What follows belongs to an exercise in optimizing a design on an open flow for small area; a production flow would make more cautious choices. In this exercise RTL edits were held to simulation tests only and were not proved equivalent to the original. Power figures rest on the tool's default switching activity, not on a simulated workload.

==> inputs of build 52 <==
==> flow/design.v <==
`default_nettype none
`timescale 1ns/1ps
module dffe_nbit_t #( parameter 
		      W=6,      
		      PU=6'b0   
		      ) 
    (
     input  wire         rstb,    
     input  wire         clk,     
     input  wire         ena,     
     input  wire [W-1:0] d,       
     output wire [W-1:0] q,       
     output wire         serOut   
     ); 
    reg [W-1:0] SRa;   
    reg [W-1:0] SRb;   
    reg [W-1:0] SRc;   
    assign q = (SRa & SRb) | (SRa & SRc) | (SRb & SRc);
    assign serOut = |((SRa ^ SRb) | (SRa ^ SRc) | (SRb ^ SRc));
    always @(posedge clk, negedge rstb) begin
	if (!rstb) begin
	    SRa <= PU;
	    SRb <= PU;
	    SRc <= PU;
	end else if (ena) begin
            SRa <= d;
            SRb <= d;
            SRc <= d;
	end else begin
	    SRa <= q;   
	    SRb <= q;   
	    SRc <= q;   
	end
    end
endmodule  
`default_nettype none
`timescale 1ns/1ps
module endeavour
  (
   input  wire         hardrstb,
   input  wire         softrstb,
   input  wire         clk,
   input  wire [4:0]   chipid_pads,
   input  wire [19:0]  efuse_chipid,
   output wire         do_efuse_load,
   input  wire         serialin,
   output wire         serialout,
   output wire         serialout_en,
   output wire         wstrobe,
   output wire         rstrobe,
   output wire         rshift,
   output wire [7:0]   addr,
   output wire [31:0]  wdata,
   input  wire [255:0] rdata
   );
    wire rstb = softrstb && hardrstb;
    localparam [4:0]
      START=5'd0, QUIESCENT=5'd1, WAIT_FIRSTBIT=5'd2, HIGH_BLIP=5'd3,
      HIGH_DIT=5'd4, HIGH_DMZ=5'd5, HIGH_DAH=5'd6, GOT_BIT=5'd7,
      BITGAP=5'd8, WAIT_NEXTBIT=5'd9, REALIGN=5'd10, EOT=5'd11,
      WRCMD=5'd12, SETIDCMD=5'd13, SETIDCMD1=5'd14, RDCMD=5'd15,
      RDCMD1=5'd16, RDCMD2=5'd17, RDCMD3=5'd18, RDCMD4=5'd19,
      RDCMD5=5'd20, RDCMD9=5'd21, REPLY=5'd22, REPLYLOOP=5'd23,
      SEND_DIT=5'd24, SEND_DAH=5'd25, SEND_BITGAP=5'd26, EFUSECMD=5'd27,
      EOFQUIET=5'd28, ERROR=5'd29, ERROR_EFL=5'd30;
    reg [4:0] fsm, fsm_d;
    reg [4:0] commid_n;    
    wire [4:0] commid = ~commid_n;
    reg       commid_known, commid_frozen;
    reg [4:0] din_sync;
    reg       din;
    always @(posedge clk or negedge rstb) begin
        if (!rstb) begin
            din_sync <= 5'b0;
            din      <= 1'b0;
        end else begin
            din_sync <= {din_sync[3:0], serialin};
            din      <= (din_sync[4] & din_sync[2]) |
                        (din_sync[4] & din_sync[3]) |
                        (din_sync[3] & din_sync[2]);
        end
    end
    wire st_dit   = (fsm == HIGH_DIT);
    wire st_dah   = (fsm == HIGH_DAH);
    wire got      = (st_dit | st_dah) & !din;    
    wire st_real  = (fsm == REALIGN);
    wire st_rd4   = (fsm == RDCMD4);
    wire st_rloop = (fsm == REPLYLOOP);
    reg [8:0] ticks;
    reg       ticks_keep;
    always @(posedge clk) begin
        if (ticks_keep) ticks <= ticks + 1'b1;
        else            ticks <= 9'd0;
    end
    reg  [5:0] bitcount;
    wire bc56 = bitcount[5] & bitcount[4] & bitcount[3];        
    wire bc57 = bc56 & bitcount[0];                             
    always @(posedge clk) begin
        if (fsm == WAIT_FIRSTBIT || fsm == REPLY)
            bitcount <= 6'd0;
        else if (got || st_real || st_rloop)
            bitcount <= bitcount + 1'b1;
    end
    reg [7:0] rdaddr;
    wire [7:0]  rsel1 = 8'd1 << rdaddr[2:0];
    wire [7:0]  rsel2 = 8'd1 << rdaddr[5:3];
    wire [31:0] rgrp1;
    wire [3:0]  rgrp2;
    genvar gi;
    generate for (gi = 0; gi < 32; gi = gi + 1) begin : RG1
        assign rgrp1[gi] = |(rdata[gi*8 +: 8] & rsel1);
    end endgenerate
    generate for (gi = 0; gi < 4; gi = gi + 1) begin : RG2
        assign rgrp2[gi] = |(rgrp1[gi*8 +: 8] & rsel2);
    end endgenerate
    wire rdat = rgrp2[rdaddr[7:6]];
    wire word_shift = got | (st_real & !bc56);
    wire in_bit = st_dah;
    wire k_lt3  = (bitcount[5:2] == 4'd0) && !(bitcount[1] && bitcount[0]);
    wire k_ge8  = |bitcount[5:3];
    wire k_lt48 = !(bitcount[5] && bitcount[4]);
    wire k_3    = (bitcount == 6'd3);
    reg [2:0] cmd;
    always @(posedge clk) begin
        if (word_shift && k_lt3) cmd <= {cmd[1:0], in_bit};
    end
    reg idm, id1;   
    wire [2:0] idpos = 3'd7 - bitcount[2:0];    
    wire commid_bit = commid[idpos];
    always @(posedge clk) begin
        if (word_shift && !k_lt3 && !k_ge8) begin
            idm <= (idm || k_3) && (in_bit == commid_bit);
            id1 <= (id1 || k_3) && in_bit;
        end
    end
    reg  [39:0] sreg;
    wire hdr_phase = !bitcount[5] && !bitcount[4];
    wire sreg_shift = (word_shift && k_ge8 && k_lt48) ||
                      (st_rd4 && !ticks[5]) || (st_rloop && !hdr_phase);
    wire sreg_in = (st_rd4 & rdat) | in_bit;
    always @(posedge clk) begin
        if (sreg_shift) sreg <= {sreg[38:0], sreg_in};
    end
    reg [7:0] crcacc;
    always @(posedge clk) begin
        if (word_shift)
            crcacc <= {crcacc[6:0], (crcacc[7] & k_ge8) ^ in_bit};
    end
    wire [19:0] efuseid = sreg[27:8];
    wire [4:0]  padid   = sreg[4:0];
    wire crcok = (crcacc == 8'd0);
    wire id_match = commid_known && idm;
    wire efid_ones = (efuseid == 20'hfffff);
    wire pad_ones  = (padid == 5'b11111);
    wire setid_match = !commid_frozen &&
         ((efuseid == efuse_chipid && pad_ones) ||
          (efid_ones && padid == chipid_pads));
    wire newid_ones = (sreg[36:32] == 5'b11111);
    wire efuseload_match = efid_ones && newid_ones && pad_ones;
    wire setid_fixed = cmd == 3'b110 && id1 && sreg[39:37] == 3'b111 &&
                       sreg[31:28] == 4'b1111 && sreg[7:5] == 3'b111;
    wire len56 = (ticks[6:0] == 7'd66);
    wire len16 = (ticks[6:0] == 7'd106);
    wire len8  = (ticks[6:0] == 7'd114);
    wire acc_efuse = cmd == 3'b110 && len56 && efuseload_match && crcok;
    wire acc_setid = cmd == 3'b110 && len56 && setid_match && crcok;
    wire acc_wr    = cmd == 3'b111 && len56 && id_match && crcok;
    wire acc_rd    = cmd[2:1] == 2'b10 && (cmd[0] ? len16 : len8) && id_match;
    wire rlong = !cmd[1];
    reg [2:0] seqnum;
    always @(posedge clk or negedge rstb) begin
        if (!rstb)
            seqnum <= 3'd0;
        else if (fsm == EOT && (acc_efuse | acc_setid | acc_wr | acc_rd))
            seqnum <= seqnum + 1'b1;
    end
    always @(posedge clk or negedge rstb) begin
        if (!rstb)
            rdaddr <= 8'd0;
        else if (fsm == RDCMD)
            rdaddr <= cmd[0] ? sreg[39:32] : rdaddr + 8'd1;
    end
    always @(posedge clk or negedge hardrstb) begin
        if (!hardrstb) begin
            commid_n      <= 5'b00000;
            commid_known  <= 1'b0;
            commid_frozen <= 1'b0;
        end else if (fsm == SETIDCMD && setid_fixed) begin
            commid_n      <= ~sreg[36:32];
            commid_known  <= 1'b1;
            commid_frozen <= 1'b1;
        end else if (fsm == EFUSECMD && setid_fixed && newid_ones)
        begin
            commid_frozen <= 1'b0;
        end
    end
    reg rd_mode, wr_mode;
    always @(posedge clk or negedge rstb) begin
        if (!rstb) begin
            rd_mode <= 1'b0;
            wr_mode <= 1'b0;
        end else begin
            if (fsm == RDCMD2)   rd_mode <= 1'b1;
            else if (st_rloop)   rd_mode <= 1'b0;
            if (fsm == WRCMD)    wr_mode <= 1'b1;
            else if (st_rloop)   wr_mode <= 1'b0;
        end
    end
    assign addr  = rd_mode ? rdaddr : (wr_mode ? sreg[39:32] : 8'd0);
    assign wdata = wr_mode ? sreg[31:0] : 32'd0;
    assign wstrobe = wr_mode && fsm == SEND_BITGAP && ticks[4:0] == 5'd0;
    assign rstrobe = (fsm == RDCMD3);
    assign rshift  = (fsm == RDCMD4) || (fsm == RDCMD5);
    assign do_efuse_load = (fsm == ERROR_EFL);
    wire [15:0] hdr = {commid, seqnum, rdaddr};
    wire rbit = hdr_phase ? hdr[~bitcount[3:0]] : sreg[31];
    wire rdone = rlong ? (bitcount[5] & bitcount[4]) : bitcount[3];
    reg dout, douten;
    always @(posedge clk or negedge rstb) begin
        if (!rstb) begin
            dout   <= 1'b0;
            douten <= 1'b0;
        end else begin
            dout   <= (fsm == SEND_DIT) || (fsm == SEND_DAH);
            douten <= (fsm == REPLY) || (fsm == REPLYLOOP) ||
                      (fsm == EOFQUIET) || (fsm == SEND_DIT) ||
                      (fsm == SEND_DAH) || (fsm == SEND_BITGAP);
        end
    end
    assign serialout    = dout;
    assign serialout_en = douten;
    always @(posedge clk or negedge rstb) begin
        if (!rstb) fsm <= START;
        else       fsm <= fsm_d;
    end
    always @(*) begin
        fsm_d = START;
        ticks_keep = 1'b0;
        case (fsm)
          START:         fsm_d = din ? START : QUIESCENT;
          QUIESCENT: begin
              ticks_keep = 1'b1;
              if (din)            fsm_d = START;
              else if (ticks[8])  fsm_d = WAIT_FIRSTBIT;
              else                fsm_d = QUIESCENT;
          end
          WAIT_FIRSTBIT: fsm_d = din ? HIGH_BLIP : WAIT_FIRSTBIT;
          HIGH_BLIP: begin
              ticks_keep = !ticks[2];
              if (!din)           fsm_d = ERROR;
              else if (ticks[2])  fsm_d = HIGH_DIT;
              else                fsm_d = HIGH_BLIP;
          end
          HIGH_DIT: begin
              ticks_keep = !ticks[4];
              if (!din)           fsm_d = GOT_BIT;
              else if (ticks[4])  fsm_d = HIGH_DMZ;
              else                fsm_d = HIGH_DIT;
          end
          HIGH_DMZ: begin
              ticks_keep = !ticks[2];
              if (!din)           fsm_d = ERROR;
              else if (ticks[2])  fsm_d = HIGH_DAH;
              else                fsm_d = HIGH_DMZ;
          end
          HIGH_DAH: begin
              ticks_keep = 1'b1;
              if (!din)                     fsm_d = GOT_BIT;
              else if (ticks[6] & ticks[5]) fsm_d = ERROR;
              else                          fsm_d = HIGH_DAH;
          end
          GOT_BIT:       fsm_d = din ? ERROR : BITGAP;
          BITGAP: begin
              ticks_keep = !ticks[3];
              if (din)            fsm_d = ERROR;
              else if (ticks[3])  fsm_d = WAIT_NEXTBIT;
              else                fsm_d = BITGAP;
          end
          WAIT_NEXTBIT: begin
              ticks_keep = !din;
              if (bc57)           fsm_d = ERROR;
              else if (din)       fsm_d = HIGH_BLIP;
              else if (ticks[6])  fsm_d = REALIGN;
              else                fsm_d = WAIT_NEXTBIT;
          end
          REALIGN: begin
              ticks_keep = 1'b1;
              fsm_d = bc56 ? EOT : REALIGN;
          end
          EOT: begin
              if (acc_efuse)      fsm_d = EFUSECMD;
              else if (acc_setid) fsm_d = SETIDCMD;
              else if (acc_wr)    fsm_d = WRCMD;
              else if (acc_rd)    fsm_d = RDCMD;
              else                fsm_d = ERROR;
          end
          WRCMD:         fsm_d = REPLY;
          SETIDCMD:      fsm_d = setid_fixed ? SETIDCMD1 : ERROR;
          SETIDCMD1:     fsm_d = REPLY;
          RDCMD:         fsm_d = RDCMD1;
          RDCMD1:        fsm_d = RDCMD2;
          RDCMD2:        fsm_d = RDCMD3;
          RDCMD3:        fsm_d = RDCMD4;
          RDCMD4: begin
              ticks_keep = 1'b1;
              fsm_d = ticks[5] ? RDCMD5 : RDCMD4;
          end
          RDCMD5:        fsm_d = RDCMD9;
          RDCMD9:        fsm_d = REPLY;
          REPLY:         fsm_d = SEND_BITGAP;
          REPLYLOOP: begin
              if (rdone)          fsm_d = EOFQUIET;
              else if (rbit)      fsm_d = SEND_DAH;
              else                fsm_d = SEND_DIT;
          end
          EOFQUIET: begin
              ticks_keep = 1'b1;
              fsm_d = (ticks[6] & ticks[5]) ? START : EOFQUIET;
          end
          SEND_DIT: begin
              ticks_keep = !ticks[3];
              fsm_d = ticks[3] ? SEND_BITGAP : SEND_DIT;
          end
          SEND_DAH: begin
              ticks_keep = !(ticks[5] & ticks[4]);
              fsm_d = (ticks[5] & ticks[4]) ? SEND_BITGAP : SEND_DAH;
          end
          SEND_BITGAP: begin
              ticks_keep = 1'b1;
              fsm_d = ticks[4] ? REPLYLOOP : SEND_BITGAP;
          end
          EFUSECMD:
              fsm_d = (setid_fixed && newid_ones) ?
                      ERROR_EFL : ERROR;
          default:       fsm_d = START;
        endcase
    end
endmodule
`default_nettype wire
==> flow/flow/run.sh <==
#!/bin/bash
set -o pipefail
export BUFFER_PORTS_ARGS="-buffer_cell sky130_fd_sc_hd__buf_1"
bash standard.sh > standard.log 2>&1
==> flow/standard.sh <==
#!/bin/bash
# synth_recipe.tcl (not shown) runs the flow's synth.tcl, then flattens the netlist and writes it again
# the make line also repeats each setting of config.mk as NAME=value (left out here)
make -C /OpenROAD-flow-scripts/flow DESIGN_CONFIG=/design/flow/config.mk WORK_HOME=/design/flow/orfs CLKGATE_MAP_FILE= SYNTH_SCRIPT=/design/flow/synth_recipe.tcl "${@:-finish}"
==> flow/config.mk <==
export PLATFORM = sky130hd
export DESIGN_NAME = endeavour
export DESIGN_NICKNAME = endeavour
export VERILOG_FILES = /design/flow/design.v
export SDC_FILE = /design/flow/constraint.sdc
export NUM_CORES = 4
export LEC_CHECK = 0
export CAP_MARGIN = 20
export CORE_MARGIN = 2
export CORE_UTILIZATION = 60
export SLEW_MARGIN = 20
==> flow/constraint.sdc <==
create_clock -name core_clock -period 10.0 [get_ports {clk}]
set_input_delay 2.0000 -clock core_clock [delete_from_list [all_inputs] [get_ports {clk}]]
set_output_delay 2.0000 -clock core_clock [all_outputs]
set_load 0.01 [all_outputs]
==> inputs of trial 49, as changes to build 52 <==
--- a/flow/design.v
+++ b/flow/design.v
@@ -60,7 +60,7 @@
       BITGAP=5'd8, WAIT_NEXTBIT=5'd9, REALIGN=5'd10, EOT=5'd11,
-      WRCMD=5'd12, SETIDCMD=5'd13, SETIDCMD1=5'd14, RDCMD=5'd15,
+      WRCMD=5'd12, SETIDCMD=5'd13, PRE_REPLY=5'd14, RDCMD=5'd15,
       RDCMD1=5'd16, RDCMD2=5'd17, RDCMD3=5'd18, RDCMD4=5'd19,
-      RDCMD5=5'd20, RDCMD9=5'd21, REPLY=5'd22, REPLYLOOP=5'd23,
+      RDCMD5=5'd20, START2=5'd21, REPLY=5'd22, REPLYLOOP=5'd23,
       SEND_DIT=5'd24, SEND_DAH=5'd25, SEND_BITGAP=5'd26, EFUSECMD=5'd27,
-      EOFQUIET=5'd28, ERROR=5'd29, ERROR_EFL=5'd30;
+      EOFQUIET=5'd28, ERROR=5'd29, ERROR_EFL=5'd30, QUIESCENT2=5'd31;
     reg [4:0] fsm, fsm_d;
@@ -88,3 +88,3 @@
     wire st_rloop = (fsm == REPLYLOOP);
-    reg [8:0] ticks;
+    reg [7:0] ticks;
     reg       ticks_keep;
@@ -92,3 +92,3 @@
         if (ticks_keep) ticks <= ticks + 1'b1;
-        else            ticks <= 9'd0;
+        else            ticks <= 8'd0;
     end
@@ -161,9 +161,8 @@
                        sreg[31:28] == 4'b1111 && sreg[7:5] == 3'b111;
-    wire len56 = (ticks[6:0] == 7'd66);
-    wire len16 = (ticks[6:0] == 7'd106);
-    wire len8  = (ticks[6:0] == 7'd114);
-    wire acc_efuse = cmd == 3'b110 && len56 && efuseload_match && crcok;
-    wire acc_setid = cmd == 3'b110 && len56 && setid_match && crcok;
-    wire acc_wr    = cmd == 3'b111 && len56 && id_match && crcok;
-    wire acc_rd    = cmd[2:1] == 2'b10 && (cmd[0] ? len16 : len8) && id_match;
+    wire len_ok = ticks[6:0] == {1'b1, !cmd[1], !cmd[1] & !cmd[0],
+                                 !cmd[1] & cmd[0], 3'b010};
+    wire acc_efuse = cmd == 3'b110 && len_ok && efuseload_match && crcok;
+    wire acc_setid = cmd == 3'b110 && len_ok && setid_match && crcok;
+    wire acc_wr    = cmd == 3'b111 && len_ok && id_match && crcok;
+    wire acc_rd    = cmd[2:1] == 2'b10 && len_ok && id_match;
     wire rlong = !cmd[1];
@@ -196,14 +195,7 @@
     end
-    reg rd_mode, wr_mode;
-    always @(posedge clk or negedge rstb) begin
-        if (!rstb) begin
-            rd_mode <= 1'b0;
-            wr_mode <= 1'b0;
-        end else begin
-            if (fsm == RDCMD2)   rd_mode <= 1'b1;
-            else if (st_rloop)   rd_mode <= 1'b0;
-            if (fsm == WRCMD)    wr_mode <= 1'b1;
-            else if (st_rloop)   wr_mode <= 1'b0;
-        end
-    end
+    wire rfirst  = (fsm == REPLY) ||
+                   ((fsm == SEND_BITGAP || fsm == REPLYLOOP) && bitcount == 6'd0);
+    wire rd_mode = (fsm == RDCMD3) || (fsm == RDCMD4) || (fsm == RDCMD5) ||
+                   ((fsm == PRE_REPLY || rfirst) && rlong);
+    wire wr_mode = rfirst && !rlong && cmd[0];
     assign addr  = rd_mode ? rdaddr : (wr_mode ? sreg[39:32] : 8'd0);
@@ -217,16 +209,11 @@
     wire rdone = rlong ? (bitcount[5] & bitcount[4]) : bitcount[3];
-    reg dout, douten;
+    reg dout;
     always @(posedge clk or negedge rstb) begin
-        if (!rstb) begin
-            dout   <= 1'b0;
-            douten <= 1'b0;
-        end else begin
-            dout   <= (fsm == SEND_DIT) || (fsm == SEND_DAH);
-            douten <= (fsm == REPLY) || (fsm == REPLYLOOP) ||
-                      (fsm == EOFQUIET) || (fsm == SEND_DIT) ||
-                      (fsm == SEND_DAH) || (fsm == SEND_BITGAP);
-        end
+        if (!rstb) dout <= 1'b0;
+        else       dout <= (fsm == SEND_DIT) || (fsm == SEND_DAH);
     end
     assign serialout    = dout;
-    assign serialout_en = douten;
+    assign serialout_en = (fsm == SEND_BITGAP) || (fsm == REPLYLOOP) ||
+                          (fsm == SEND_DIT) || (fsm == SEND_DAH) ||
+                          (fsm == EOFQUIET) || (fsm == START2);
     always @(posedge clk or negedge rstb) begin
@@ -239,3 +226,3 @@
         case (fsm)
-          START:         fsm_d = din ? START : QUIESCENT;
+          START, START2: fsm_d = din ? START : QUIESCENT;
           QUIESCENT: begin
@@ -243,5 +230,6 @@
               if (din)            fsm_d = START;
-              else if (ticks[8])  fsm_d = WAIT_FIRSTBIT;
+              else if (&ticks)    fsm_d = QUIESCENT2;
               else                fsm_d = QUIESCENT;
           end
+          QUIESCENT2:    fsm_d = din ? START : WAIT_FIRSTBIT;
           WAIT_FIRSTBIT: fsm_d = din ? HIGH_BLIP : WAIT_FIRSTBIT;
@@ -297,4 +285,4 @@
           WRCMD:         fsm_d = REPLY;
-          SETIDCMD:      fsm_d = setid_fixed ? SETIDCMD1 : ERROR;
-          SETIDCMD1:     fsm_d = REPLY;
+          SETIDCMD:      fsm_d = setid_fixed ? PRE_REPLY : ERROR;
+          PRE_REPLY:     fsm_d = REPLY;
           RDCMD:         fsm_d = RDCMD1;
@@ -307,4 +295,3 @@
           end
-          RDCMD5:        fsm_d = RDCMD9;
-          RDCMD9:        fsm_d = REPLY;
+          RDCMD5:        fsm_d = PRE_REPLY;
           REPLY:         fsm_d = SEND_BITGAP;
@@ -317,3 +304,3 @@
               ticks_keep = 1'b1;
-              fsm_d = (ticks[6] & ticks[5]) ? START : EOFQUIET;
+              fsm_d = (ticks[6] & ticks[5]) ? START2 : EOFQUIET;
           end
@@ -334,3 +321,2 @@
                       ERROR_EFL : ERROR;
-          default:       fsm_d = START;
         endcase
==> flow/flow/run.sh (replaced) <==
#!/bin/bash
# Layout flow: the standard flow (standard.sh), with two changes:
#  1. synthesis maps the logic with an area-oriented ABC script
#     (flow/area.script) instead of ORFS's speed script; everything else in
#     synthesis, including the flip-flop mapping, is the standard one;
#  2. the port buffers inserted at global placement use the smallest buffer.
# Each tool's output goes to a log file in this folder and to ORFS's logs.
set -euo pipefail
W=$PWD
# synthesis script = synth_recipe.tcl, with the ABC script swapped
{
  echo "proc abc {args} {"
  echo "  set i [lsearch \$args -script]"
  echo "  if {\$i >= 0} { lset args [expr {\$i + 1}] $W/flow/area.script }"
  echo "  yosys abc {*}\$args"
  echo "}"
  cat "$W/synth_recipe.tcl"
} > "$W/area_synth.tcl"
sed "s#SYNTH_SCRIPT=[^ ]*#SYNTH_SCRIPT=$W/area_synth.tcl#" "$W/standard.sh" > "$W/area_standard.sh"
grep -q "SYNTH_SCRIPT=$W/area_synth.tcl" "$W/area_standard.sh"
export BUFFER_PORTS_ARGS="-buffer_cell sky130_fd_sc_hd__buf_1"
bash "$W/area_standard.sh" > "$W/flow.log" 2>&1
==> flow/flow/area.script (new file) <==
&get -n
&st
&dc2
&dch -f
&nf -a -p -R 100
&st
&dc2
&dch -f
&nf -a -p -R 100
&st
&dc2
&dch -f
&nf -a -p -R 100
&put
topo
dnsize -c
- CORE_UTILIZATION: 60 -> 50
- CTS_BUF_LIST: default -> sky130_fd_sc_hd__clkbuf_8
==> summary of the runs <==
In build 52 the synthesized area is higher than in trial 49, by about 16%.
Of trial 49 and build 52, build 52 has the higher first-iteration DRC count (gap 1.3%, measured against build 52).
Against build 52, the critical path depth of trial 49 is higher by 6.
Of trial 49 and build 52, trial 49 has the higher die area (gap 3.7%, measured against build 52).
In trial 49 the combinational power is smaller than in build 52, by 20%.
Hold slack: trial 49 is higher than build 52 (0.0053 ns).
Against build 52, the via count of trial 49 is lower by about 8%.
Utilization: trial 49 is lower than build 52 (9.6 points).
==> figures <==
Outcome: build 52 timing/DRC/antenna clean; trial 49 timing/DRC/antenna clean
Portion of netlist area occupied by mux cells: build 52 0.0557; trial 49 0.0113
Adder-cell area share of the yosys netlist: build 52 0.0200; trial 49 0.0250
Part of the power in registers: build 52 0.495; trial 49 0.562
Fmax: build 52 225 MHz; trial 49 176 MHz
Switching power: build 52 0.201 mW; trial 49 0.180 mW
Non-clk bufs: build 52 343; trial 49 340
Static leakage power: build 52 3.04 nW; trial 49 2.71 nW
Critical path's largest stage delay: build 52 0.87 ns; trial 49 0.81 ns
Register-to-Register Path Depth: build 52 10; trial 49 11
Count of non-CTS inverters in the layout: build 52 15; trial 49 21
Number of clock buffers in the layout: build 52 10; trial 49 9
Initial antenna violation count: build 52 3; trial 49 4
Share of power burned in the clock network: build 52 0.413; trial 49 0.353
Number of nets in the finished design: build 52 1412; trial 49 1334
Portion of synthesized cell area occupied by the leading cell type: build 52 0.215; trial 49 0.249
Minimum setup slack among reg-to-reg paths: build 52 6.43 ns; trial 49 6.18 ns
Period utilization: build 52 0.445; trial 49 0.567

-- afterwards: timing with drivers on the ports --
How much do the figures lean on ideal ports? The routed layouts below were timed once more, with nothing changed but the port constraints.
Step 1 assumes that a clkbuf_16 drives the clock port and a buf_2 every other input.
Step 2, shift: input delay + t, output delay - t, t = (earliest + latest rising clock arrival at the registers) / 2. This alone moves slack from input paths to output paths.
Slacks: no drivers / after step 1 / after step 2; pairs: no drivers / after step 1.
| run | t (ns) | slack for setup (ns) | worst data-port slew with drivers (ns) |
|---|---|---|---|
| build 52 | 0.387 | 5.548 / 5.510 / 5.768 | 0.11 |
| trial 49 | 0.406 | 4.329 / 4.293 / 4.699 | 0.16 |
After both steps every run listed still meets setup and hold.
